From an optimization exercise on the open Yosys and OpenROAD flow, aimed at small area and a short achievable clock period; shortcuts taken in it are not production practice.
Where RTL was checked, it was by simulation tests only, not by an equivalence proof against the original.
Only the layout flow was run in runs 1 and 2; the RTL was not checked for function there.
Power is estimated from default activity; no workload was simulated.

--- flow/flow/run.sh ---
#!/bin/bash
# The standard layout (the standard.sh, standard synthesis included), with one change:
# the buffers that placement puts on every input and output port are buf_4 cells instead of
# the resizer's default pick (a slow clock-delay buffer). The make output goes to
# standard.log; ORFS keeps each step's log under orfs/logs/.
set -euo pipefail
export BUFFER_PORTS_ARGS="-buffer_cell sky130_fd_sc_hd__buf_4"
bash standard.sh > standard.log 2>&1
--- flow/standard.sh ---
#!/bin/bash
# synth_recipe.tcl (not shown) runs the flow's synth.tcl, then flattens the netlist and writes it again
# the make line also repeats each setting of config.mk as NAME=value (left out here)
make -C /OpenROAD-flow-scripts/flow DESIGN_CONFIG=/design/flow/config.mk WORK_HOME=/design/flow/orfs CLKGATE_MAP_FILE= SYNTH_SCRIPT=/design/flow/synth_recipe.tcl "${@:-finish}"
--- flow/config.mk ---
export PLATFORM = sky130hd
export DESIGN_NAME = pipelined_regfile_4stage
export DESIGN_NICKNAME = pipelined_regfile_4stage
export VERILOG_FILES = /design/flow/design.v
export SDC_FILE = /design/flow/constraint.sdc
export NUM_CORES = 4
export LEC_CHECK = 0
export CAP_MARGIN = 20
export CORE_MARGIN = 2
export CORE_UTILIZATION = 40
export PLACE_DENSITY = 0.6
export SETUP_SLACK_MARGIN = 5
export SLEW_MARGIN = 20
--- flow/constraint.sdc ---
create_clock -name core_clock -period 9.0 [get_ports {clk}]
set_input_delay 1.8000 -clock core_clock [delete_from_list [all_inputs] [get_ports {clk}]]
set_output_delay 1.8000 -clock core_clock [all_outputs]
set_load 0.01 [all_outputs]
--- flow/design.v ---
`timescale 1ns / 10ps
module mul16_csa(input [15:0] a, input [15:0] b, output [15:0] s, output [15:0] c, output [15:0] t);
wire m1;
wire m2;
wire m3;
wire m4;
wire m5;
wire m6;
wire m7;
wire m8;
wire m9;
wire m10;
wire m11;
wire m12;
wire m13;
wire m14;
wire m15;
wire m16;
wire m17;
wire m18;
wire m19;
wire m20;
wire m21;
wire m22;
wire m23;
wire m24;
wire m25;
wire m26;
wire m27;
wire m28;
wire m29;
wire m30;
wire m31;
wire m32;
wire m33;
wire m34;
wire m35;
wire m36;
wire m37;
wire m38;
wire m39;
wire m40;
wire m41;
wire m42;
wire m43;
wire m44;
wire m45;
wire m46;
wire m47;
wire m48;
wire m49;
wire m50;
wire m51;
wire m52;
wire m53;
wire m54;
wire m55;
wire m56;
wire m57;
wire m58;
wire m59;
wire m60;
wire m61;
wire m62;
wire m63;
wire m64;
wire m65;
wire m66;
wire m67;
wire m68;
wire m69;
wire m70;
wire m71;
wire m72;
wire m73;
wire m74;
wire m75;
wire m76;
wire m77;
wire m78;
wire one0 = b[0] ^ 1'b0;
wire two0 = (b[1] & ~b[0] & ~1'b0) | (~b[1] & b[0] & 1'b0);
wire neg0 = b[1];
wire pp0_0 = (one0 & a[0]) ^ neg0;
wire pp0_1 = ((one0 & a[1]) | (two0 & a[0])) ^ neg0;
wire pp0_2 = ((one0 & a[2]) | (two0 & a[1])) ^ neg0;
wire pp0_3 = ((one0 & a[3]) | (two0 & a[2])) ^ neg0;
wire pp0_4 = ((one0 & a[4]) | (two0 & a[3])) ^ neg0;
wire pp0_5 = ((one0 & a[5]) | (two0 & a[4])) ^ neg0;
wire pp0_6 = ((one0 & a[6]) | (two0 & a[5])) ^ neg0;
wire pp0_7 = ((one0 & a[7]) | (two0 & a[6])) ^ neg0;
wire pp0_8 = ((one0 & a[8]) | (two0 & a[7])) ^ neg0;
wire pp0_9 = ((one0 & a[9]) | (two0 & a[8])) ^ neg0;
wire pp0_10 = ((one0 & a[10]) | (two0 & a[9])) ^ neg0;
wire pp0_11 = ((one0 & a[11]) | (two0 & a[10])) ^ neg0;
wire pp0_12 = ((one0 & a[12]) | (two0 & a[11])) ^ neg0;
wire pp0_13 = ((one0 & a[13]) | (two0 & a[12])) ^ neg0;
wire pp0_14 = ((one0 & a[14]) | (two0 & a[13])) ^ neg0;
wire pp0_15 = ((one0 & a[15]) | (two0 & a[14])) ^ neg0;
wire one1 = b[2] ^ b[1];
wire two1 = (b[3] & ~b[2] & ~b[1]) | (~b[3] & b[2] & b[1]);
wire neg1 = b[3];
wire pp1_0 = (one1 & a[0]) ^ neg1;
wire pp1_1 = ((one1 & a[1]) | (two1 & a[0])) ^ neg1;
wire pp1_2 = ((one1 & a[2]) | (two1 & a[1])) ^ neg1;
wire pp1_3 = ((one1 & a[3]) | (two1 & a[2])) ^ neg1;
wire pp1_4 = ((one1 & a[4]) | (two1 & a[3])) ^ neg1;
wire pp1_5 = ((one1 & a[5]) | (two1 & a[4])) ^ neg1;
wire pp1_6 = ((one1 & a[6]) | (two1 & a[5])) ^ neg1;
wire pp1_7 = ((one1 & a[7]) | (two1 & a[6])) ^ neg1;
wire pp1_8 = ((one1 & a[8]) | (two1 & a[7])) ^ neg1;
wire pp1_9 = ((one1 & a[9]) | (two1 & a[8])) ^ neg1;
wire pp1_10 = ((one1 & a[10]) | (two1 & a[9])) ^ neg1;
wire pp1_11 = ((one1 & a[11]) | (two1 & a[10])) ^ neg1;
wire pp1_12 = ((one1 & a[12]) | (two1 & a[11])) ^ neg1;
wire pp1_13 = ((one1 & a[13]) | (two1 & a[12])) ^ neg1;
wire one2 = b[4] ^ b[3];
wire two2 = (b[5] & ~b[4] & ~b[3]) | (~b[5] & b[4] & b[3]);
wire neg2 = b[5];
wire pp2_0 = (one2 & a[0]) ^ neg2;
wire pp2_1 = ((one2 & a[1]) | (two2 & a[0])) ^ neg2;
wire pp2_2 = ((one2 & a[2]) | (two2 & a[1])) ^ neg2;
wire pp2_3 = ((one2 & a[3]) | (two2 & a[2])) ^ neg2;
wire pp2_4 = ((one2 & a[4]) | (two2 & a[3])) ^ neg2;
wire pp2_5 = ((one2 & a[5]) | (two2 & a[4])) ^ neg2;
wire pp2_6 = ((one2 & a[6]) | (two2 & a[5])) ^ neg2;
wire pp2_7 = ((one2 & a[7]) | (two2 & a[6])) ^ neg2;
wire pp2_8 = ((one2 & a[8]) | (two2 & a[7])) ^ neg2;
wire pp2_9 = ((one2 & a[9]) | (two2 & a[8])) ^ neg2;
wire pp2_10 = ((one2 & a[10]) | (two2 & a[9])) ^ neg2;
wire pp2_11 = ((one2 & a[11]) | (two2 & a[10])) ^ neg2;
wire one3 = b[6] ^ b[5];
wire two3 = (b[7] & ~b[6] & ~b[5]) | (~b[7] & b[6] & b[5]);
wire neg3 = b[7];
wire pp3_0 = (one3 & a[0]) ^ neg3;
wire pp3_1 = ((one3 & a[1]) | (two3 & a[0])) ^ neg3;
wire pp3_2 = ((one3 & a[2]) | (two3 & a[1])) ^ neg3;
wire pp3_3 = ((one3 & a[3]) | (two3 & a[2])) ^ neg3;
wire pp3_4 = ((one3 & a[4]) | (two3 & a[3])) ^ neg3;
wire pp3_5 = ((one3 & a[5]) | (two3 & a[4])) ^ neg3;
wire pp3_6 = ((one3 & a[6]) | (two3 & a[5])) ^ neg3;
wire pp3_7 = ((one3 & a[7]) | (two3 & a[6])) ^ neg3;
wire pp3_8 = ((one3 & a[8]) | (two3 & a[7])) ^ neg3;
wire pp3_9 = ((one3 & a[9]) | (two3 & a[8])) ^ neg3;
wire one4 = b[8] ^ b[7];
wire two4 = (b[9] & ~b[8] & ~b[7]) | (~b[9] & b[8] & b[7]);
wire neg4 = b[9];
wire pp4_0 = (one4 & a[0]) ^ neg4;
wire pp4_1 = ((one4 & a[1]) | (two4 & a[0])) ^ neg4;
wire pp4_2 = ((one4 & a[2]) | (two4 & a[1])) ^ neg4;
wire pp4_3 = ((one4 & a[3]) | (two4 & a[2])) ^ neg4;
wire pp4_4 = ((one4 & a[4]) | (two4 & a[3])) ^ neg4;
wire pp4_5 = ((one4 & a[5]) | (two4 & a[4])) ^ neg4;
wire pp4_6 = ((one4 & a[6]) | (two4 & a[5])) ^ neg4;
wire pp4_7 = ((one4 & a[7]) | (two4 & a[6])) ^ neg4;
wire one5 = b[10] ^ b[9];
wire two5 = (b[11] & ~b[10] & ~b[9]) | (~b[11] & b[10] & b[9]);
wire neg5 = b[11];
wire pp5_0 = (one5 & a[0]) ^ neg5;
wire pp5_1 = ((one5 & a[1]) | (two5 & a[0])) ^ neg5;
wire pp5_2 = ((one5 & a[2]) | (two5 & a[1])) ^ neg5;
wire pp5_3 = ((one5 & a[3]) | (two5 & a[2])) ^ neg5;
wire pp5_4 = ((one5 & a[4]) | (two5 & a[3])) ^ neg5;
wire pp5_5 = ((one5 & a[5]) | (two5 & a[4])) ^ neg5;
wire one6 = b[12] ^ b[11];
wire two6 = (b[13] & ~b[12] & ~b[11]) | (~b[13] & b[12] & b[11]);
wire neg6 = b[13];
wire pp6_0 = (one6 & a[0]) ^ neg6;
wire pp6_1 = ((one6 & a[1]) | (two6 & a[0])) ^ neg6;
wire pp6_2 = ((one6 & a[2]) | (two6 & a[1])) ^ neg6;
wire pp6_3 = ((one6 & a[3]) | (two6 & a[2])) ^ neg6;
wire one7 = b[14] ^ b[13];
wire two7 = (b[15] & ~b[14] & ~b[13]) | (~b[15] & b[14] & b[13]);
wire neg7 = b[15];
wire pp7_0 = (one7 & a[0]) ^ neg7;
wire pp7_1 = ((one7 & a[1]) | (two7 & a[0])) ^ neg7;
assign m1 = neg2 ^ pp0_4;
assign m2 = neg2 & pp0_4;
assign m3 = pp0_5 ^ pp1_3;
assign m4 = pp0_5 & pp1_3;
assign m5 = neg3 ^ pp0_6 ^ pp1_4;
assign m6 = (neg3 & pp0_6) | (pp1_4 & (neg3 ^ pp0_6));
assign m7 = pp2_2 ^ pp3_0;
assign m8 = pp2_2 & pp3_0;
assign m9 = pp0_7 ^ pp1_5 ^ pp2_3;
assign m10 = (pp0_7 & pp1_5) | (pp2_3 & (pp0_7 ^ pp1_5));
assign m11 = pp3_1 ^ m8;
assign m12 = pp3_1 & m8;
assign m13 = neg4 ^ pp0_8 ^ pp1_6;
assign m14 = (neg4 & pp0_8) | (pp1_6 & (neg4 ^ pp0_8));
assign m15 = pp2_4 ^ pp3_2 ^ pp4_0;
assign m16 = (pp2_4 & pp3_2) | (pp4_0 & (pp2_4 ^ pp3_2));
assign m17 = m12 ^ m10;
assign m18 = m12 & m10;
assign m19 = pp0_9 ^ pp1_7 ^ pp2_5;
assign m20 = (pp0_9 & pp1_7) | (pp2_5 & (pp0_9 ^ pp1_7));
assign m21 = pp3_3 ^ pp4_1 ^ m14;
assign m22 = (pp3_3 & pp4_1) | (m14 & (pp3_3 ^ pp4_1));
assign m23 = m16 ^ m19;
assign m24 = m16 & m19;
assign m25 = neg5 ^ pp0_10 ^ pp1_8;
assign m26 = (neg5 & pp0_10) | (pp1_8 & (neg5 ^ pp0_10));
assign m27 = pp2_6 ^ pp3_4 ^ pp4_2;
assign m28 = (pp2_6 & pp3_4) | (pp4_2 & (pp2_6 ^ pp3_4));
assign m29 = pp5_0 ^ m20 ^ m25;
assign m30 = (pp5_0 & m20) | (m25 & (pp5_0 ^ m20));
assign m31 = m27 ^ m24;
assign m32 = m27 & m24;
assign m33 = pp0_11 ^ pp1_9 ^ pp2_7;
assign m34 = (pp0_11 & pp1_9) | (pp2_7 & (pp0_11 ^ pp1_9));
assign m35 = pp3_5 ^ pp4_3 ^ pp5_1;
assign m36 = (pp3_5 & pp4_3) | (pp5_1 & (pp3_5 ^ pp4_3));
assign m37 = m26 ^ m28 ^ m33;
assign m38 = (m26 & m28) | (m33 & (m26 ^ m28));
assign m39 = m35 ^ m32;
assign m40 = m35 & m32;
assign m41 = neg6 ^ pp0_12 ^ pp1_10;
assign m42 = (neg6 & pp0_12) | (pp1_10 & (neg6 ^ pp0_12));
assign m43 = pp2_8 ^ pp3_6 ^ pp4_4;
assign m44 = (pp2_8 & pp3_6) | (pp4_4 & (pp2_8 ^ pp3_6));
assign m45 = pp5_2 ^ pp6_0 ^ m34;
assign m46 = (pp5_2 & pp6_0) | (m34 & (pp5_2 ^ pp6_0));
assign m47 = m36 ^ m41 ^ m43;
assign m48 = (m36 & m41) | (m43 & (m36 ^ m41));
assign m49 = m38 ^ m45;
assign m50 = m38 & m45;
assign m51 = pp0_13 ^ pp1_11 ^ pp2_9;
assign m52 = (pp0_13 & pp1_11) | (pp2_9 & (pp0_13 ^ pp1_11));
assign m53 = pp3_7 ^ pp4_5 ^ pp5_3;
assign m54 = (pp3_7 & pp4_5) | (pp5_3 & (pp3_7 ^ pp4_5));
assign m55 = pp6_1 ^ m42 ^ m44;
assign m56 = (pp6_1 & m42) | (m44 & (pp6_1 ^ m42));
assign m57 = m51 ^ m53 ^ m46;
assign m58 = (m51 & m53) | (m46 & (m51 ^ m53));
assign m59 = m48 ^ m55;
assign m60 = m48 & m55;
assign m61 = neg7 ^ pp0_14 ^ pp1_12;
assign m62 = (neg7 & pp0_14) | (pp1_12 & (neg7 ^ pp0_14));
assign m63 = pp2_10 ^ pp3_8 ^ pp4_6;
assign m64 = (pp2_10 & pp3_8) | (pp4_6 & (pp2_10 ^ pp3_8));
assign m65 = pp5_4 ^ pp6_2 ^ pp7_0;
assign m66 = (pp5_4 & pp6_2) | (pp7_0 & (pp5_4 ^ pp6_2));
assign m67 = m52 ^ m54 ^ m61;
assign m68 = (m52 & m54) | (m61 & (m52 ^ m54));
assign m69 = m63 ^ m65 ^ m56;
assign m70 = (m63 & m65) | (m56 & (m63 ^ m65));
assign m71 = m67 ^ m60;
assign m72 = m67 & m60;
assign m73 = pp0_15 ^ pp1_13 ^ pp2_11;
assign m74 = pp3_9 ^ pp4_7 ^ pp5_5;
assign m75 = pp6_3 ^ pp7_1 ^ m73;
assign m76 = m74 ^ m62 ^ m64;
assign m77 = m66 ^ m75 ^ m76;
assign m78 = m68 ^ m77 ^ m70;
assign s[0] = neg0;
assign c[0] = pp0_0;
assign t[0] = 1'b0;
assign s[1] = pp0_1;
assign c[1] = 1'b0;
assign t[1] = 1'b0;
assign s[2] = neg1;
assign c[2] = pp0_2;
assign t[2] = pp1_0;
assign s[3] = pp0_3;
assign c[3] = pp1_1;
assign t[3] = 1'b0;
assign s[4] = pp1_2;
assign c[4] = pp2_0;
assign t[4] = m1;
assign s[5] = pp2_1;
assign c[5] = m2;
assign t[5] = m3;
assign s[6] = m4;
assign c[6] = m5;
assign t[6] = m7;
assign s[7] = m6;
assign c[7] = m9;
assign t[7] = m11;
assign s[8] = m13;
assign c[8] = m15;
assign t[8] = m17;
assign s[9] = m18;
assign c[9] = m21;
assign t[9] = m23;
assign s[10] = m22;
assign c[10] = m29;
assign t[10] = m31;
assign s[11] = m30;
assign c[11] = m37;
assign t[11] = m39;
assign s[12] = m47;
assign c[12] = m40;
assign t[12] = m49;
assign s[13] = m50;
assign c[13] = m57;
assign t[13] = m59;
assign s[14] = m58;
assign c[14] = m69;
assign t[14] = m71;
assign s[15] = m72;
assign c[15] = m78;
assign t[15] = 1'b0;
endmodule
`timescale 1ns / 1ps
module pipelined_regfile_4stage(clk, rst, imem_addr, imem_rdata, dmem_addr, dmem_wdata, dmem_we, dmem_rdata, wb_en, wb_addr, wb_data);
input clk;
input rst;
output [15:0] imem_addr;
input [15:0] imem_rdata;
output [15:0] dmem_addr;
output [15:0] dmem_wdata;
output dmem_we;
input [15:0] dmem_rdata;
output wb_en;
output [3:0] wb_addr;
output [15:0] wb_data;
reg [15:0] pc_q;           
reg        jr_q;           
reg [3:0]  op_q;           
reg [15:0] a_q, b_q, npc_q;
reg [3:0]  imm_q, rd_q;
reg        we_q, ld_q, wen2_q, cin_q, com_q;    
reg [3:0]  waddr2_q;
reg [15:0] x_q, y_q, z_q;
reg        wen3_q;         
reg [3:0]  waddr3_q;
reg [15:0] wdata3_q;
wire [15:0] inst = imem_rdata;
wire [3:0]  op = inst[15:12];
wire [3:0]  rs = inst[7:4];
wire [3:0]  r2 = op[3] ? inst[11:8] : inst[3:0];
wire [15:0] wsel = wen3_q ? (16'd1 << waddr3_q) : 16'd0;
wire [15:0] rs_oh = 16'd1 << rs;
wire        sll = (op == 4'h4);
wire [15:0] r2_oh = sll ? 16'd0 : (16'd1 << r2);
wire [15:0] shf = inst[3] ? 16'd0 : (16'd1 << inst[2:0]);
wire [15:0] regq [0:15];
reg [15:0] rd1, rd2;
integer k;
always @(*) begin
	rd1 = (|(rs_oh & wsel)) ? wdata3_q : 16'd0;
	rd2 = (|(r2_oh & wsel)) ? wdata3_q : sll ? shf : 16'd0;
	for (k = 0; k < 16; k = k + 1) begin
		rd1 = rd1 | ({16{rs_oh[k] & ~wsel[k]}} & regq[k]);
		rd2 = rd2 | ({16{r2_oh[k] & ~wsel[k]}} & regq[k]);
	end
end
wire [15:0] cur = jr_q ? a_q : pc_q;    
wire [15:0] cur1 = cur + 16'd1;
wire [15:0] simm = {{12{imm_q[3]}}, imm_q};
wire        eq = (a_q == b_q);
wire        taken = (op_q == 4'hA) && eq;
wire [15:0] target = npc_q + simm;
wire        jump = (op == 4'hB);
wire [15:0] pc_next = (taken && !jump) ? target :
                      jump ? {cur[15:12], inst[11:0]} : cur1;
wire [15:0] ms, mc, mt;
mul16_csa MUL0(.a(a_q), .b(b_q), .s(ms), .c(mc), .t(mt));
wire [15:0] shr = imm_q[3] ? 16'd0 : (a_q >> imm_q[2:0]);
wire [15:0] addr = a_q + simm;
reg [15:0] x_d, y_d;
always @(*) begin
	y_d = 16'd0;
	case (op_q)
		4'h0: begin x_d = a_q; y_d = b_q; end
		4'h1: begin x_d = a_q; y_d = ~b_q; end
		4'h2: x_d = a_q & b_q;
		4'h3: x_d = a_q ^ b_q;
		4'h4: begin x_d = ms; y_d = mc; end
		4'h5: x_d = shr;
		4'h6: begin x_d = ~a_q; y_d = b_q; end
		4'h7: begin x_d = ms; y_d = mc; end
		4'h8: x_d = addr;
		4'h9: begin x_d = addr; y_d = b_q; end
		4'hD: x_d = npc_q;
		default: x_d = 16'd0;
	endcase
end
wire wen_e = !(op_q == 4'h9 || op_q == 4'hA || op_q == 4'hB || op_q == 4'hC);
wire [15:0] p3 = x_q ^ y_q ^ z_q;
wire [15:0] g3 = (x_q & y_q) | (z_q & (x_q ^ y_q));
wire [16:0] sum = {1'b0, p3} + {g3, 1'b0} + {16'd0, cin_q};
wire [15:0] wdata_d = ld_q ? dmem_rdata : com_q ? {15'd0, sum[16]} : sum[15:0];
assign imem_addr = cur;
assign dmem_addr = x_q;
assign dmem_wdata = y_q;
assign dmem_we = we_q;
assign wb_en = wen3_q;
assign wb_addr = waddr3_q;
assign wb_data = wdata3_q;
always @(posedge clk) begin
	if (rst) begin
		pc_q <= 16'd0;
		jr_q <= 1'b0;
		op_q <= 4'hB;
		we_q <= 1'b0;
		ld_q <= 1'b0;
		wen2_q <= 1'b0;
		wen3_q <= 1'b0;
	end else begin
		pc_q <= pc_next;
		jr_q <= (op == 4'hC || op == 4'hD);
		op_q <= op;
		we_q <= (op_q == 4'h9);
		ld_q <= (op_q == 4'h8);
		wen2_q <= wen_e;
		wen3_q <= wen2_q;
	end
	a_q <= rd1;
	b_q <= rd2;
	npc_q <= cur1;
	imm_q <= inst[3:0];
	rd_q <= inst[11:8];
	x_q <= x_d;
	y_q <= y_d;
	z_q <= (op_q == 4'h7 || op_q == 4'h4) ? mt : 16'd0;
	cin_q <= (op_q == 4'h1 || op_q == 4'h6);
	com_q <= (op_q == 4'h6);
	waddr2_q <= (op_q == 4'hD) ? 4'hF : rd_q;
	waddr3_q <= waddr2_q;
	wdata3_q <= wdata_d;
end
wire [15:0] nrst = {16{~rst}};
wire [15:0] wd_0  = wdata3_q & nrst;
wire [15:0] wd_6  = (wdata3_q & nrst) | {13'd0, rst, rst, 1'b0};
wire [15:0] wd_66 = (wdata3_q & nrst) | {9'd0, rst, 4'd0, rst, 1'b0};
wire [15:0] wd_3  = (wdata3_q & nrst) | {14'd0, rst, rst};
genvar g;
generate
	for (g = 0; g < 16; g = g + 1) begin : RF
		reg [15:0] r;
		wire [15:0] d = (g == 0) ? wd_6 : (g == 1 || g == 8) ? wd_66 : (g == 3) ? wd_3 : wd_0;
		always @(posedge clk)
			if (rst | wsel[g])
				r <= d;
		assign regq[g] = r;
	end
endgenerate
endmodule
==> key figures, run 1 <==
Logic synthesis
  • Share of the synthesized area in the top cell type: 32.0%
  • Most used DFF post-synth: edfxtp_1
  • Post-Synthesis Cell Area: 24000 sq um
  • Count leader, synth: edfxtp_1
  • Commonest cells in the netlist: edfxtp_1 (256), a22oi_1 (254), nor2_1 (192)
  • Post-synth EDFFs: 256
  • Post-synthesis cell count: 2412
  • Synth async-reset ratio: 0%
  • Syn nets: 2564
  • Yosys cell types: 89
  • Syn. warnings: 1
  • Cell taking the most area after synthesis: edfxtp_1
  • Synth top area cells: edfxtp_1 (32%), dfxtp_1 (13%), a22oi_1 (7.9%), ha_1 (4.1%), fa_1 (3.3%)
  • Sequential fraction of the synthesis area: 44.6%
  • #FFs+latches synth: 407
  • Avg Inst Size Synth: 9.96 sq um

Cells and area
  • Diodes inserted: 0
  • Post-Layout Inst Area: 27600 sq um
  • Share of cells above drive strength 1: 15.0%
  • Final Core Density: 46.6%
  • P&R area growth vs syn: 14.9%
  • Number of fillers in the final layout: 5458
  • Area of the multi-input gates: 12600 sq um
  • Register Area: 10700 sq um
  • Final nets: 2614
  • Non-filler cells, final: 3273

Floorplan
  • Die Wd: 249 um
  • Die height: 249 um
  • Io pins: 104
  • Initial Utilization: 40.5%
  • Row count: 89
  • DIE AREA: 62000 sq um
  • Core ar.: 59200 sq um

Detailed routing
  • Pre-antenna DRT Iters: 10
  • Initial DRC Count: 3094
  • Final WL: 94600 um
  • DRC violations left: 0
  • Vias: 21682
  • Avg WL per Cell: 28.9 um
  • Vias/cell: 6.62
  • Final ANT Viol Nets: 0

Clock tree
  • Num CTS Buffers: 46
  • TritonCTS clock tree: built
  • Maximum clock insertion buffer count: 3
  • Clock transition at path regs: 0.06 ns
  • Number of hold buffers added after cts: 0
  • Clock root buffer master: clkbuf_16
  • Worst skew pair latency: 0.61 ns
  • Clock sinks: 407
  • # H-tree levels: 2

Setup path
  • Crit path largest cell delay: 0.44 ns
  • CP Launch Type: register
  • Crit. End Element: register
  • CP cell instances: buf_12 -> xor2_1 -> and2_4 -> a22oi_1 -> o21ai_0 -> fa_1 -> inv_1 -> fa_1 -> inv_1 -> fa_1 -> xnor2_1 -> xnor2_1 -> xnor2_1 -> xnor2_1 -> xnor2_1 -> nand3_1 -> a221oi_1
  • Critical path arrival: 4.43 ns
  • Critical-path top delay cell: fa_1
  • Most used cell, CP: xnor2_1
  • WP data required: 9.50 ns
  • Buffers & Inverters on Critical Path: 3
  • Kind of critical path: reg -> reg
  • Critical path's top delay family: XOR/XNOR gates
  • CP max FO: 16

STA
  • Setup-failing EPs final: 0
  • Final hold slack: 0.327 ns
  • Slew Limit Fails: 0
  • Setup TNS: 0 ns
  • Final WS setup: 5.07 ns
  • RSZ-0062 raised after global routing: true
  • Post-route minimum period: 3.93 ns
  • Relative slew slack: 26.4%
  • Fmax: 255 MHz
  • Worst slew pin tran: 1.09 ns
  • Skew final: 0.0159 ns
  • Final period util: 43.6%
  • Final hold vios: 0

Place
  • Routability cong.: 0.926
  • DP Cell Count: 3173
  • Hpwl dp: 60800 um
  • Cell area after placement: 25800 sq um
  • Port Buffers: 103
  • DP Worst Slack: 4.23 ns

Power and ir drop
  • PwrDens: 276 nW/um^2
  • Max VDD drop: 0.000175 V
  • Overall power: 7.62 mW
  • Leak: 10.2 nW

Global route
  • First-pass GRT wire length: 136000 um
  • Grt ovf: 0
  • Initial antenna violation count: 1
  • Vias in the first global route: 20643
  • Global Route Usage Sum: 29.4%
  • Largest net degree at the start of global routing: 66

Flow run
  • Max Cap Viol: 0

Hold path
  • Hold Path Class: reg -> reg

Outcome
  • Status: finished clean
[report_power, final]
group          switching, mW  internal, mW  leakage, nW
clock network          0.808          1.12        0.758
logic                   1.85          1.16         5.60
registers              0.313          2.37         3.88
total                   2.97          4.65         10.2
[flip-flops by register name, indices dropped and copies added (netlist names), 12 cells and up]
signal	cells
RF.r	256
a_q	16
y_q	16
wdata3_q	16
b_q	16
pc_q	16
npc_q	16
x_q	16
z_q	12
[per-layer routing]
metal,GRT usage (%),wire (um)
met4,19.0,7030
met1,37.2,36200
met2,46.4,42000
met3,5.53,9310
met5,0,12
[placed cells by master (no fill, tap or decap), drive strengths merged, types with 9 or more instances in the layout]
cell type / n
nand3: 24
o31ai: 10
o211ai: 30
o21ai: 144
xnor2: 56
nor2b: 27
buf: 184
inv: 66
nand3b: 12
o221ai: 9
ha: 78
a21o: 12
clkinv: 16
nor3: 57
dfxtp: 151
a21oi: 120
or3: 10
and3: 10
nor2: 192
a222oi: 13
fa: 40
nor3b: 10
or2: 31
mux2i: 40
and2: 15
o22ai: 21
a31oi: 13
maj3: 14
nand2b: 26
mux2: 21
a22oi: 254
a221oi: 40
clkbuf: 65
edfxtp: 256
nand4: 52
a22o: 30
a211oi: 28
nand2: 170
xor2: 57
[path summary, 6_finish.rpt]
check                    startpoint                  end  slack [ns]  depth (start not counted)
max reg2reg          b_q[1]$_DFF_P_      y_q[15]$_DFF_P_        5.07                         17
min reg2reg  waddr2_q[1]$_SDFF_PN1_  waddr3_q[1]$_DFF_P_        0.33                          0
max                  b_q[1]$_DFF_P_      y_q[15]$_DFF_P_        5.07                         17
min          waddr2_q[1]$_SDFF_PN1_  waddr3_q[1]$_DFF_P_        0.33                          0
[cell type report]
class                           instances  share of cell area [%]
Timing Repair Buffer                  186                    5.38
Clock inverter                         23                   0.939
Inverter                               65                   0.889
Tap cell                              773                    3.50
Multi-Input combinational cell       1756                    45.6
Clock buffer                           63                    4.77
Sequential cell                       407                    38.9
[kinds of logic after synthesis]
kind of cell | share of synthesized area, %
AND/OR/NAND/NOR | 13.7
multiplexers | 3.03
buffers and inverters | 4.03
flip-flops | 44.6
AO/OA/AOI/OAI | 22.5
adder cells (fa/ha/maj) | 7.98
XOR/XNOR | 4.21
[repair_timing]
item,CTS,global route
pin swaps,4,3
cloned,0,1
endpoints found under the setup margin,13,20
setup buffers,8,5
gates resized for setup,7,17
==> run 2: changes to the inputs <==
==> flow/flow/run.sh (replaced) <==
#!/bin/bash
set -euo pipefail
export BUFFER_PORTS_ARGS="-buffer_cell sky130_fd_sc_hd__buf_4"
export SETUP_SLACK_MARGIN=5.5
bash standard.sh > standard.log 2>&1
--- a/flow/config.mk
+++ b/flow/config.mk
@@ -11,3 +11,2 @@
 export PLACE_DENSITY = 0.6
-export SETUP_SLACK_MARGIN = 5
 export SLEW_MARGIN = 20
==> run 2 against run 1 <==
Against the previous run: still clean on timing, DRC and antenna; first-iteration DRC count is 7.8% lower; area after synthesis unchanged; sequential cell count stayed put; critical path type unchanged; largest power group unchanged.
==> key figures, run 2 <==
Place
  • Port Buffers: 103 (unchanged)
  • DP Worst Slack: 4.59 ns (+0.356 ns)
  • Hpwl dp: 60900 um (+0.13%)
  • Routability cong.: 0.935 (+0.98%)

STA
  • Relative slew slack: 28.6% (+2.2 points)
  • Skew final: 0.0263 ns (+0.0104 ns)
  • Final hold vios: 0 (unchanged)
  • Worst slew pin tran: 1.07 ns (-0.0226 ns)
  • RSZ-0062 raised after global routing: true
  • Final period util: 39.7% (-3.9 points)
  • Setup TNS: 0 ns (unchanged)
  • Slew Limit Fails: 0 (unchanged)
  • Fmax: 280 MHz (+9.9%)
  • Setup-failing EPs final: 0 (unchanged)
  • Final WS setup: 5.43 ns (+0.355 ns)
  • Post-route minimum period: 3.57 ns (-0.355 ns)

Power and ir drop
  • Leak: 10.5 nW (+2.6%)
  • Max VDD drop: 0.000167 V (-4.6%)
  • Overall power: 7.70 mW (+1.1%)
  • PwrDens: 272 nW/um^2 (-1.3%)

Cells and area
  • Share of cells above drive strength 1: 17.6% (+2.6 points)
  • P&R area growth vs syn: 17.8%
  • Max FFs per register: 256 (unchanged)
  • Commonest non-fill, non-tap cell in the layout: edfxtp_1
  • Final nets: 2639 (+0.96%)
  • Largest Register: RF.r
  • Most frequent cells in the layout: edfxtp_1 (256), a22oi_1 (252), nor2_1 (189), buf_4 (177), nand2_1 (165)
  • Number of fillers in the final layout: 5389 (-1.3%)

Floorplan
  • Core ar.: 59200 sq um (unchanged)
  • Io pins: 104 (unchanged)
  • Die height: 249 um (unchanged)
  • Die Wd: 249 um (unchanged)
  • Initial Utilization: 40.5% (unchanged)
  • DIE AREA: 62000 sq um (unchanged)
  • Row count: 89 (unchanged)

Detailed routing
  • Final ANT Viol Nets: 0 (unchanged)
  • Avg WL per Cell: 29.4 um (+1.8%)
  • Vias: 21695 (+0.060%)
  • DRC violations left: 0 (unchanged)
  • Pre-antenna DRT Iters: 10 (unchanged)
  • Vias/cell: 6.58 (-0.73%)
  • Final WL: 97000 um (+2.6%)
  • Initial DRC Count: 2854 (-7.8%)

Logic synthesis
  • Sequential fraction of the synthesis area: 44.6% (unchanged)
  • Synth top area cells: edfxtp_1 (32%), dfxtp_1 (13%), a22oi_1 (7.9%), ha_1 (4.1%), fa_1 (3.3%)
  • Avg Inst Size Synth: 9.96 sq um (unchanged)
  • Most used DFF post-synth: edfxtp_1
  • Cell taking the most area after synthesis: edfxtp_1
  • Syn nets: 2564 (unchanged)
  • Synth async-reset ratio: 0% (unchanged)
  • Post-Synthesis Cell Area: 24000 sq um (unchanged)
  • Post-synth EDFFs: 256 (unchanged)
  • Share of the synthesized area in the top cell type: 32.0% (unchanged)
  • Syn. warnings: 1 (unchanged)
  • Post-synthesis cell count: 2412 (unchanged)
  • #FFs+latches synth: 407 (unchanged)
  • Commonest cells in the netlist: edfxtp_1 (256), a22oi_1 (254), nor2_1 (192)
  • Yosys cell types: 89 (unchanged)
  • Count leader, synth: edfxtp_1

Global route
  • Largest net degree at the start of global routing: 66 (unchanged)
  • Global Route Usage Sum: 30.0% (+0.55 points)
  • First-pass GRT wire length: 138000 um (+1.4%)
  • Vias in the first global route: 20825 (+0.88%)
  • Initial antenna violation count: 3 (+2)
  • Grt ovf: 0 (unchanged)

Clock tree
  • Maximum clock insertion buffer count: 3 (unchanged)
  • Clock root buffer master: clkbuf_16
  • Worst skew pair latency: 0.60 ns (about the same)
  • Clock transition at path regs: 0.07 ns (about the same)
  • TritonCTS clock tree: built
  • # H-tree levels: 2 (unchanged)
  • Number of hold buffers added after cts: 0 (unchanged)
  • Num CTS Buffers: 45 (-2.2%)
  • Clock sinks: 407 (unchanged)

Setup path
  • CP endpoint: y_q[15]$_DFF_P_
  • Most used cell, CP: xnor2_1
  • CP max FO: 29 (+13)
  • Kind of critical path: reg -> reg
  • Critical path's top delay family: adder cells
  • CP Launch Type: register
  • Reg-to-Reg Start: a_q[1]$_DFF_P_
  • Flop2flop setup slack: 5.43 ns (+0.36 ns)
  • Critical path depth: 13 (-4)
  • CP cell instances: buf_6 -> clkinv_2 -> o221a_2 -> o22ai_1 -> fa_1 -> fa_2 -> xnor2_1 -> xnor2_1 -> xnor2_1 -> xnor2_1 -> xnor2_1 -> nand3_1 -> a221oi_2
  • Crit path largest cell delay: 0.49 ns (+0.05 ns)
  • Crit. End Element: register
  • Buffers & Inverters on Critical Path: 2 (-1)
  • Reg-to-reg endpoint: y_q[15]$_DFF_P_
  • WP data required: 9.51 ns (about the same)
  • Worst r2r path cells: 13 (-4)
  • Critical-path top delay cell: fa_1
  • Critical path arrival: 4.09 ns (-0.34 ns)
  • CP startpoint: a_q[1]$_DFF_P_

Outcome
  • Status: finished clean

Hold path
  • Hold Path Class: reg -> reg
  • Hold Startpoint: waddr2_q[0]$_SDFF_PN1_

Flow run
  • Max Cap Viol: 0 (unchanged)
[run 2: area by class of cell]
cell class                 count  area (sq um)  share of cell area (%)
multi-input combinational   1757         12900                    45.5
sequential                   407         10800                    38.0
timing repair buffer         211          1960                    6.92
clock buffer                  63          1250                    4.44
tap                          773           967                    3.42
clock inverter                21           245                   0.867
inverter                      65           245                   0.867
antenna                        2          5.00                  0.0177
[run 2: through the flow]
step / hold slack (ns) / instances / util [%] / cell area (sq um)
after floorplan: 0.310 / 2412 / - / 24300
after global placement: 0.312 / 3171 / 43.6 / 25800
after global routing: 0.322 / 3297 / 47.7 / 28300
after detailed placement: 0.317 / 3171 / 43.6 / 25800
final: 0.318 / 3299 / 47.7 / 28300
after CTS: 0.320 / 3285 / 47.2 / 28000
[run 2: routing by layer]
layer / up-vias / share of wire, % / GRT usage (%)
met5: - / 0.027 / 0
met4: 4 / 6.9 / 17.5
met3: 412 / 9.3 / 6.37
met2: 1404 / 45 / 48.3
met1: 10516 / 38 / 37.3
li1: 9359 / - / -
[run 2: logic make-up after synthesis]
group | Yosys count | share of synthesized area [%]
compound gates | 782 | 22.5
simple gates | 663 | 13.7
xor+xnor | 114 | 4.21
buf+inv | 249 | 4.03
fa+ha+maj | 132 | 7.98
mux | 65 | 3.03
flops | 407 | 44.6
[run 2: how the worst min path moves through the flow]
stage | endpoint | cells after the start
floorplan | waddr3_q[0]$_DFF_P_ | 0
global placement | waddr3_q[3]$_DFF_P_ | 0
detailed placement | waddr3_q[2]$_DFF_P_ | 0
CTS | waddr3_q[0]$_DFF_P_ | 0
global route | waddr3_q[0]$_DFF_P_ | 0
finish | waddr3_q[0]$_DFF_P_ | 0
[run 2: worst reg2reg max path: cells and delay by family (launching register included)]
family / cells / cell delay, ns
adder cells (fa/ha/maj): 2 / 0.87
AND/OR/NAND/NOR: 1 / 0.10
flip-flops: 1 / 0.32
AO/OA/AOI/OAI: 3 / 0.79
buffers and inverters: 2 / 0.59
XOR/XNOR: 5 / 0.81
[run 2: where the power goes]
part	switching [mW]	internal, mW	total (mW)	leakage, nW
Clock	0.789	1.10	1.89	0.720
Sequential	0.352	2.37	2.72	3.88
Combinational	1.85	1.24	3.09	5.91
Total	2.99	4.71	7.70	10.5
[run 2: timing repair]
item,in CTS,in global routing
pin swaps,14,9
gates resized for setup,63,54
gates cloned,3,5
setup buffers,27,7
setup endpoints to repair,48,31
==> run 3: changes to the inputs <==
--- a/flow/design.v
+++ b/flow/design.v
@@ -1,3 +1,3 @@
 `timescale 1ns / 10ps
-module mul16_csa(input [15:0] a, input [15:0] b, output [15:0] s, output [15:0] c, output [15:0] t);
+module mul16_csa(input [15:0] a, input [15:0] b, output [15:0] s, output [15:0] c, output [15:0] t, output [2:0] e);
 wire m1;
@@ -78,4 +78,2 @@
 wire m76;
-wire m77;
-wire m78;
 wire one0 = b[0] ^ 1'b0;
@@ -252,4 +250,2 @@
 assign m76 = m74 ^ m62 ^ m64;
-assign m77 = m66 ^ m75 ^ m76;
-assign m78 = m68 ^ m77 ^ m70;
 assign s[0] = neg0;
@@ -273,7 +269,7 @@
 assign s[6] = m4;
-assign c[6] = m5;
-assign t[6] = m7;
+assign c[6] = m7;
+assign t[6] = m5;
 assign s[7] = m6;
-assign c[7] = m9;
-assign t[7] = m11;
+assign c[7] = m11;
+assign t[7] = m9;
 assign s[8] = m13;
@@ -282,4 +278,4 @@
 assign s[9] = m18;
-assign c[9] = m21;
-assign t[9] = m23;
+assign c[9] = m23;
+assign t[9] = m21;
 assign s[10] = m22;
@@ -294,4 +290,4 @@
 assign s[13] = m50;
-assign c[13] = m57;
-assign t[13] = m59;
+assign c[13] = m59;
+assign t[13] = m57;
 assign s[14] = m58;
@@ -299,5 +295,8 @@
 assign t[14] = m71;
-assign s[15] = m72;
-assign c[15] = m78;
-assign t[15] = 1'b0;
+assign e[0] = m68;
+assign e[1] = m70;
+assign e[2] = m72;
+assign s[15] = m66;
+assign c[15] = m75;
+assign t[15] = m76;
 endmodule
@@ -317,3 +316,2 @@
 reg [15:0] pc_q;           
-reg        jr_q;           
 reg [3:0]  op_q;           
@@ -324,2 +322,3 @@
 reg [15:0] x_q, y_q, z_q;
+reg [2:0]  e_q;            
 reg        wen3_q;         
@@ -347,3 +346,3 @@
 end
-wire [15:0] cur = jr_q ? a_q : pc_q;    
+wire [15:0] cur = pc_q;    
 wire [15:0] cur1 = cur + 16'd1;
@@ -354,6 +353,9 @@
 wire        jump = (op == 4'hB);
-wire [15:0] pc_next = (taken && !jump) ? target :
+wire        jr = (op == 4'hC || op == 4'hD);
+wire [15:0] pc_next = jr ? rd1 :
+                      (taken && !jump) ? target :
                       jump ? {cur[15:12], inst[11:0]} : cur1;
 wire [15:0] ms, mc, mt;
-mul16_csa MUL0(.a(a_q), .b(b_q), .s(ms), .c(mc), .t(mt));
+wire [2:0]  me;
+mul16_csa MUL0(.a(a_q), .b(b_q), .s(ms), .c(mc), .t(mt), .e(me));
 wire [15:0] shr = imm_q[3] ? 16'd0 : (a_q >> imm_q[2:0]);
@@ -382,3 +384,3 @@
 wire [16:0] sum = {1'b0, p3} + {g3, 1'b0} + {16'd0, cin_q};
-wire [15:0] wdata_d = ld_q ? dmem_rdata : com_q ? {15'd0, sum[16]} : sum[15:0];
+wire [15:0] wdata_d = ld_q ? dmem_rdata : com_q ? {15'd0, sum[16]} : {sum[15] ^ (^e_q), sum[14:0]};
 assign imem_addr = cur;
@@ -393,3 +395,2 @@
 		pc_q <= 16'd0;
-		jr_q <= 1'b0;
 		op_q <= 4'hB;
@@ -401,3 +402,2 @@
 		pc_q <= pc_next;
-		jr_q <= (op == 4'hC || op == 4'hD);
 		op_q <= op;
@@ -416,2 +416,3 @@
 	z_q <= (op_q == 4'h7 || op_q == 4'h4) ? mt : 16'd0;
+	e_q <= (op_q == 4'h7 || op_q == 4'h4) ? me : 3'd0;
 	cin_q <= (op_q == 4'h1 || op_q == 4'h6);
--- a/flow/config.mk
+++ b/flow/config.mk
@@ -9,4 +9,6 @@
 export CORE_MARGIN = 2
-export CORE_UTILIZATION = 40
-export PLACE_DENSITY = 0.6
+export CORE_UTILIZATION = 55
+export CTS_CLUSTER_DIAMETER = 100
+export CTS_CLUSTER_SIZE = 22
+export PLACE_DENSITY = 0.7
 export SLEW_MARGIN = 20
==> run 3 against run 2 <==
Against the previous run: still clean; final cell count decreased by 6.0%; critical path depth decreased by 5; core utilization increased by 14 points; clock skew decreased by 0.0054 ns; first-iteration DRC count increased by 12%; highest routed layer is now met4.
==> key figures, run 3 <==
Logic synthesis
  • #FFs+latches synth: 410 (+0.74%)
  • Post-synth EDFFs: 256 (unchanged)
  • Syn nets: 2625 (+2.4%)
  • Share of the synthesized area in the top cell type: 31.2% (-0.78 points)
  • Yosys cell types: 97 (+9.0%)
  • Post-Synthesis Cell Area: 24600 sq um (+2.5%)
  • Syn. warnings: 1 (unchanged)
  • Synth async-reset ratio: 0% (unchanged)
  • Cell taking the most area after synthesis: edfxtp_1
  • Commonest cells in the netlist: edfxtp_1 (256), a22oi_1 (241), nand2_1 (233)
  • Sequential fraction of the synthesis area: 43.8% (-0.85 points)
  • Synth top area cells: edfxtp_1 (31%), dfxtp_1 (13%), a22oi_1 (7.3%), ha_1 (3.9%), nand2_1 (3.6%)
  • Count leader, synth: edfxtp_1
  • Most used DFF post-synth: edfxtp_1
  • Post-synthesis cell count: 2473 (+2.5%)
  • Avg Inst Size Synth: 9.95 sq um (about the same)

Floorplan
  • Io pins: 104 (unchanged)
  • Die height: 216 um (-13%)
  • Die Wd: 216 um (-13%)
  • DIE AREA: 46500 sq um (-25%)
  • Core ar.: 44200 sq um (-25%)
  • Initial Utilization: 55.7% (+15 points)
  • Row count: 77 (-13%)

STA
  • RSZ-0062 raised after global routing: true
  • Setup-failing EPs final: 0 (unchanged)
  • Final period util: 39.4% (-0.32 points)
  • Skew final: 0.0209 ns (-0.00543 ns)
  • Post-route minimum period: 3.54 ns (-0.0292 ns)
  • Setup TNS: 0 ns (unchanged)
  • Relative slew slack: 25.3% (-3.3 points)
  • Worst slew pin tran: 1.12 ns (+0.0493 ns)
  • Slew Limit Fails: 0 (unchanged)
  • Final hold vios: 0 (unchanged)
  • Fmax: 282 MHz (+0.82%)

Setup path
  • CP max FO: 16 (-45%)
  • WP data required: 9.46 ns (-0.05 ns)
  • Reg-to-Reg Start: b_q[0]$_DFF_P_
  • Critical path arrival: 4.00 ns (-0.09 ns)
  • Flop2flop setup slack: 5.54 ns (+0.11 ns)
  • Crit. End Element: register
  • CP Launch Type: primary input
  • Kind of critical path: in -> reg
  • Reg-to-reg endpoint: x_q[14]$_DFF_P_
  • Crit path largest cell delay: 0.45 ns (-0.04 ns)
  • Worst r2r path cells: 8 (-5)
  • Critical-path top delay cell: or3b_4
  • CP cell instances: buf_4 -> or3b_4 -> a21o_4 -> and4_4 -> a222oi_1 -> nand3_1 -> a211oi_2 -> o211ai_1
  • CP startpoint: imem_rdata[12]
  • CP endpoint: b_q[1]$_DFF_P_

Cells and area
  • Post-Layout Inst Area: 27300 sq um (-3.3%)
  • Diodes inserted: 0 (-2)
  • P&R area growth vs syn: 11.1%
  • Most frequent cells in the layout: edfxtp_1 (256), a22oi_1 (231), nand2_1 (225), buf_4 (177), dfxtp_1 (140)
  • Final Core Density: 61.8% (+14 points)
  • Non-filler cells, final: 3101 (-6.0%)
  • Share of cells above drive strength 1: 15.4% (-2.1 points)
  • Largest Register: RF.r
  • Final nets: 2647 (+0.30%)
  • Commonest non-fill, non-tap cell in the layout: edfxtp_1
  • Number of fillers in the final layout: 3598 (-33%)
  • Max FFs per register: 256 (unchanged)

Clock tree
  • TritonCTS clock tree: built
  • Num CTS Buffers: 23 (-49%)
  • Maximum clock insertion buffer count: 3 (unchanged)
  • Clock sinks: 410 (+0.74%)
  • Worst skew pair latency: 0.60 ns (about the same)
  • # H-tree levels: 1 (-1)
  • Clock transition at path regs: 0.10 ns (+0.03 ns)
  • Number of hold buffers added after cts: 0 (unchanged)
  • Clock root buffer master: clkbuf_16

Global route
  • Initial antenna violation count: 0 (-3)
  • First-pass GRT wire length: 139000 um (+0.28%)
  • Grt ovf: 0 (unchanged)
  • Largest net degree at the start of global routing: 61 (-7.6%)
  • Vias in the first global route: 21137 (+1.5%)
  • Global Route Usage Sum: 40.1% (+10 points)

Detailed routing
  • DRC violations left: 0 (unchanged)
  • Final WL: 95500 um (-1.5%)
  • Avg WL per Cell: 30.8 um (+4.7%)
  • Vias/cell: 7.20 (+9.4%)
  • Pre-antenna DRT Iters: 10 (unchanged)
  • Initial DRC Count: 3195 (+12%)
  • Vias: 22317 (+2.9%)
  • Final ANT Viol Nets: 0 (unchanged)

Outcome
  • Status: finished clean

Place
  • Cell area after placement: 26000 sq um (+0.84%)
  • Port Buffers: 103 (unchanged)
  • Hpwl dp: 64600 um (+6.0%)
  • Routability cong.: 1.01 (+8.5%)
  • DP Cell Count: 3036 (-4.3%)

Flow run
  • Max Cap Viol: 0 (unchanged)

Power and ir drop
  • Max VDD drop: 0.000207 V (+24%)
  • Overall power: 6.28 mW (-18%)
  • Leak: 10.2 nW (-2.6%)
  • PwrDens: 230 nW/um^2 (-16%)

Hold path
  • Hold Path Class: reg -> reg
## run 3: worst min-delay path by stage
stage	startpoint	endpoint	slack, ns	cells past startpoint
after floorplan	waddr2_q[0]$_SDFF_PN1_	waddr3_q[0]$_DFF_P_	0.31	0
after detailed placement	waddr2_q[0]$_SDFF_PN1_	waddr3_q[0]$_DFF_P_	0.32	0
final	waddr2_q[0]$_SDFF_PN1_	waddr3_q[0]$_DFF_P_	0.34	0
after CTS	waddr2_q[2]$_SDFF_PN1_	waddr3_q[2]$_DFF_P_	0.34	0
after global placement	waddr2_q[3]$_SDFF_PN1_	waddr3_q[3]$_DFF_P_	0.31	0
after global routing	waddr2_q[1]$_SDFF_PN1_	waddr3_q[1]$_DFF_P_	0.35	0
## run 3: worst max-delay path, delay by kind of cell
family	cells	cell delay [ns]
simple gates	3	0.90
buf+inv	1	0.12
compound gates	4	1.17
## run 3: through the flow
stage               setup WS [ns]  hold WS, ns
floorplan                    5.43        0.310
global placement             4.25        0.312
detailed placement           4.18        0.316
CTS                          5.51        0.338
global route                 5.47        0.349
finish                       5.46        0.340
## run 3: repair_timing
item / in CTS / in global routing
gates cloned: 2 / 0
setup endpoints to repair: 247 / 36
buffers inserted: 13 / 11
hold endpoints to repair: 0 / 0
gates resized for setup: 69 / 51
pin swaps: 6 / 16
## run 3: layout make-up
type                            instances  area, sq um  area share (%)
Clock inverter                          3         51.3           0.188
Inverter                               72          287            1.05
Clock buffer                           36          624            2.28
Tap cell                              592          741            2.71
Timing Repair Buffer                  200         1700            6.23
Multi-Input combinational cell       1788        13100            48.0
Sequential cell                       410        10800            39.5
## run 3: power breakdown
part | internal, mW | leakage [nW] | switching [mW]
Clock | 0.493 | 0.324 | 0.643
Combinational | 0.944 | 6.00 | 1.51
Sequential | 2.36 | 3.90 | 0.325
## run 3: cell families after synthesis
group,after synthesis,synth area share [%]
compound gates,815,23.8
xor+xnor,101,3.59
fa+ha+maj,143,8.26
buf+inv,275,4.47
flops,410,43.8
mux,42,1.93
simple gates,687,14.1
## run 3: per-layer routing
metal  global-route usage [%]  up-vias  part of all wire, %
met1                     50.0    10702                   36
met5                        0        -                    0
met3                     8.67      418                   11
met2                     64.0     1690                   45
li1                         -     9507                    -
met4                     24.2        0                  7.5
==> run 4: changes to the inputs <==
--- a/flow/config.mk
+++ b/flow/config.mk
@@ -9,6 +9,6 @@
 export CORE_MARGIN = 2
-export CORE_UTILIZATION = 55
+export CORE_UTILIZATION = 40
 export CTS_CLUSTER_DIAMETER = 100
 export CTS_CLUSTER_SIZE = 22
-export PLACE_DENSITY = 0.7
+export PLACE_DENSITY = 0.6
 export SLEW_MARGIN = 20
==> run 4 against run 3 <==
Against the previous run: clock-buffer cell count up 2; register-to-register slack about the same; clock skew rose by 0.047 ns; wire length grew 15%; non-clock buffer count up 15; total power rose by 4.2%; combinational power is 7% higher.
==> key figures, run 4 <==
Hold path
  • Hold Path Class: reg -> reg

Detailed routing
  • DRC violations left: 0 (unchanged)
  • Vias/cell: 6.89 (-4.3%)
  • Avg WL per Cell: 33.3 um (+8.0%)
  • Final WL: 110000 um (+15%)
  • Initial DRC Count: 4013 (+26%)
  • Pre-antenna DRT Iters: 9 (-1)
  • Vias: 22819 (+2.2%)
  • Final ANT Viol Nets: 0 (unchanged)

STA
  • Worst slew pin tran: 1.14 ns (+0.0235 ns)
  • Skew final: 0.0681 ns (+0.0472 ns)
  • Relative slew slack: 23.7% (-1.6 points)
  • Final period util: 39.0% (-0.36 points)
  • Slew Limit Fails: 0 (unchanged)
  • RSZ-0062 raised after global routing: true
  • Final hold vios: 0 (unchanged)
  • Setup-failing EPs final: 0 (unchanged)
  • Fmax: 285 MHz (+0.93%)
  • Post-route minimum period: 3.51 ns (-0.0326 ns)
  • Setup TNS: 0 ns (unchanged)

Logic synthesis
  • Syn nets: 2625 (unchanged)
  • Sequential fraction of the synthesis area: 43.8% (unchanged)
  • Commonest cells in the netlist: edfxtp_1 (256), a22oi_1 (241), nand2_1 (233)
  • Syn. warnings: 1 (unchanged)
  • Synth async-reset ratio: 0% (unchanged)
  • Cell taking the most area after synthesis: edfxtp_1
  • Yosys cell types: 97 (unchanged)
  • Post-synth EDFFs: 256 (unchanged)
  • Post-synthesis cell count: 2473 (unchanged)
  • Most used DFF post-synth: edfxtp_1
  • Avg Inst Size Synth: 9.95 sq um (unchanged)
  • #FFs+latches synth: 410 (unchanged)
  • Share of the synthesized area in the top cell type: 31.2% (unchanged)
  • Post-Synthesis Cell Area: 24600 sq um (unchanged)
  • Count leader, synth: edfxtp_1
  • Synth top area cells: edfxtp_1 (31%), dfxtp_1 (13%), a22oi_1 (7.3%), ha_1 (3.9%), nand2_1 (3.6%)

Setup path
  • CP max FO: 20 (+4)
  • CP cell instances: buf_4 -> nand4b_1 -> buf_4 -> nand4_1 -> or4_4 -> o211a_1 -> a211oi_2 -> nor3_1
  • Kind of critical path: in -> reg
  • CP Launch Type: primary input
  • Crit. End Element: register
  • Crit path largest cell delay: 0.61 ns (+0.16 ns)
  • WP data required: 9.44 ns (-0.02 ns)
  • Critical path's top delay family: simple AND/OR/NAND/NOR gates
  • Critical-path top delay cell: or4_4
  • Buffers & Inverters on Critical Path: 2 (+1)
  • Most used cell, CP: buf_4
  • Critical path arrival: 3.95 ns (-0.05 ns)

Place
  • Hpwl dp: 71400 um (+11%)
  • Routability cong.: 1.03 (+1.1%)
  • Port Buffers: 103 (unchanged)

Global route
  • Initial antenna violation count: 6 (+6)
  • Global Route Usage Sum: 33.2% (-6.8 points)
  • First-pass GRT wire length: 153000 um (+10%)
  • Grt ovf: 0 (unchanged)
  • Largest net degree at the start of global routing: 55 (-9.8%)
  • Vias in the first global route: 21469 (+1.6%)

Floorplan
  • Row count: 90 (+17%)
  • Core ar.: 60600 sq um (+37%)
  • Die Wd: 252 um (+17%)
  • Initial Utilization: 40.6% (-15 points)
  • Io pins: 104 (unchanged)
  • DIE AREA: 63500 sq um (+37%)
  • Die height: 252 um (+17%)

Cells and area
  • Commonest non-fill, non-tap cell in the layout: edfxtp_1
  • Final Core Density: 46.2% (-16 points)
  • Final nets: 2663 (+0.60%)
  • P&R area growth vs syn: 13.6%
  • Share of cells above drive strength 1: 15.9% (+0.47 points)
  • Largest Register: RF.r
  • Max FFs per register: 256 (unchanged)
  • Most frequent cells in the layout: edfxtp_1 (256), a22oi_1 (233), nand2_1 (230), buf_4 (183), dfxtp_1 (145)

Clock tree
  • # H-tree levels: 1 (unchanged)
  • Clock root buffer master: clkbuf_16
  • Clock transition at path regs: 0.09 ns (about the same)
  • TritonCTS clock tree: built
  • Number of hold buffers added after cts: 0 (unchanged)
  • Maximum clock insertion buffer count: 3 (unchanged)
  • Worst skew pair latency: 0.62 ns (+0.02 ns)
  • Num CTS Buffers: 24 (+4.3%)
  • Clock sinks: 410 (unchanged)

Power and ir drop
  • Leak: 10.4 nW (+1.8%)
  • Max VDD drop: 0.000166 V (-20%)
  • PwrDens: 234 nW/um^2 (+1.9%)

Flow run
  • Max Cap Viol: 0 (unchanged)

Outcome
  • Status: finished clean
run 4: cell counts after synthesis:
No cell type changed its count.
run 4: per-stage QoR:
| stage | total power, mW | worst slack [ns] | area [sq um] | cells | hold slack (ns) |
|---|---|---|---|---|---|
| floorplan | 4.07 | 5.43 | 25000 | 2473 | 0.310 |
| CTS | 6.36 | 5.31 | 27400 | 3285 | 0.336 |
| finish | 6.55 | 5.49 | 28000 | 3313 | 0.334 |
| global route | 6.81 | 5.43 | 28000 | 3312 | 0.334 |
| detailed placement | 5.10 | 4.41 | 26300 | 3231 | 0.314 |
| global placement | 5.06 | 4.51 | 26300 | 3230 | 0.310 |
run 4: timing repair:
action                                  CTS  global route
endpoints found under the setup margin   43            34
cloned                                    2             4
resized for setup                        51            78
setup buffers                             8            22
pin swaps                                 3            16
run 4: layer usage:
metal	GRT usage (%)	wire (um)
met3	7.05	13100
met2	51.3	47600
met4	21.1	8830
met1	42.4	40700
met5	0	36
run 4: path summary, 6_finish.rpt:
check | startpoint | endpoint | slack [ns] | depth (start not counted)
setup / recovery | imem_rdata[15] | pc_q[11]$_SDFF_PP0_ | 5.49 | 8
hold reg to reg | waddr2_q[0]$_SDFF_PN1_ | waddr3_q[0]$_DFF_P_ | 0.33 | 0
hold / removal | waddr2_q[0]$_SDFF_PN1_ | waddr3_q[0]$_DFF_P_ | 0.33 | 0
setup reg to reg | b_q[1]$_DFF_P_ | x_q[13]$_DFF_P_ | 5.53 | 12
run 4: cells by family after synthesis:
kind of cell / Yosys count / share of synthesized area [%]
AOI/OAI and AO/OA: 815 / 23.8
and+or+nand+nor: 687 / 14.1
DFF: 410 / 43.8
buffers and inverters: 275 / 4.47
adders and majority gates: 143 / 8.26
xor gates and xnor gates: 101 / 3.59
muxes: 42 / 1.93
run 4: final cells by class:
class                   count  area [sq um]
fillers                  5592         32600
multi-input cells        1788         13200
flip-flops and latches    410         10800
repair buffers            215          1940
well taps                 782           978
clock buffers              38           684
inverters                  72           279
clock inverters             6          85.1
diodes                      2          5.00
run 4: power by group:
| group | switching (mW) | total, mW | internal (mW) |
|---|---|---|---|
| Combinational | 1.64 | 2.64 | 1.00 |
| Clock | 0.686 | 1.23 | 0.544 |
| Sequential | 0.316 | 2.67 | 2.36 |
| Total | 2.64 | 6.55 | 3.91 |
run 4: worst register-to-register path, cell delays in order, from the launching register on:
cell,delay [ns]
dfxtp_1,0.33
buf_12,0.17
inv_1,0.31
nor2_1,0.14
o21ai_0,0.20
o21ai_0,0.14
fa_1,0.44
fa_1,0.49
ha_1,0.25
a221oi_1,0.34
nand3_1,0.14
a21oi_2,0.19
o21ai_0,0.15

## separate check: timing with driven ports
The flow's constraints put no driver on any port. The routed layouts listed below were extracted and timed again, unchanged, in two steps. Step 1 sets driving cells, clkbuf_16 on the clock port and buf_2 on the other inputs (assumed; they add their load-dependent delay and slew). Step 2 adds t to the input delays and takes it off the output delays; t is the mean of the earliest and latest rising clock arrival at the registers after step 1. Input paths then give back, and output paths get back, about the clock's delay inside the block. Three values: ideal ports, drivers, drivers and shift; two values: the first two.
run | shift t [ns] | slack for setup (ns) | worst setup path at the end | slew at the worst register clock pin (ns)
run 1 | 0.659 | 5.074 / 5.074 / 4.588 | input to register | 0.06 / 0.06
run 2 | 0.639 | 5.429 / 5.414 / 4.978 | input to register | 0.07 / 0.07
run 3 | 0.647 | 5.458 / 5.489 / 4.841 | input to register | 0.10 / 0.10
run 4 | 0.645 | 5.490 / 5.505 / 4.860 | input to register | 0.10 / 0.10
After both steps every run listed still meets setup and hold. The setup slack of run 4, which loses most, moves by +0.015 ns with the drivers and by -0.630 ns with both steps.
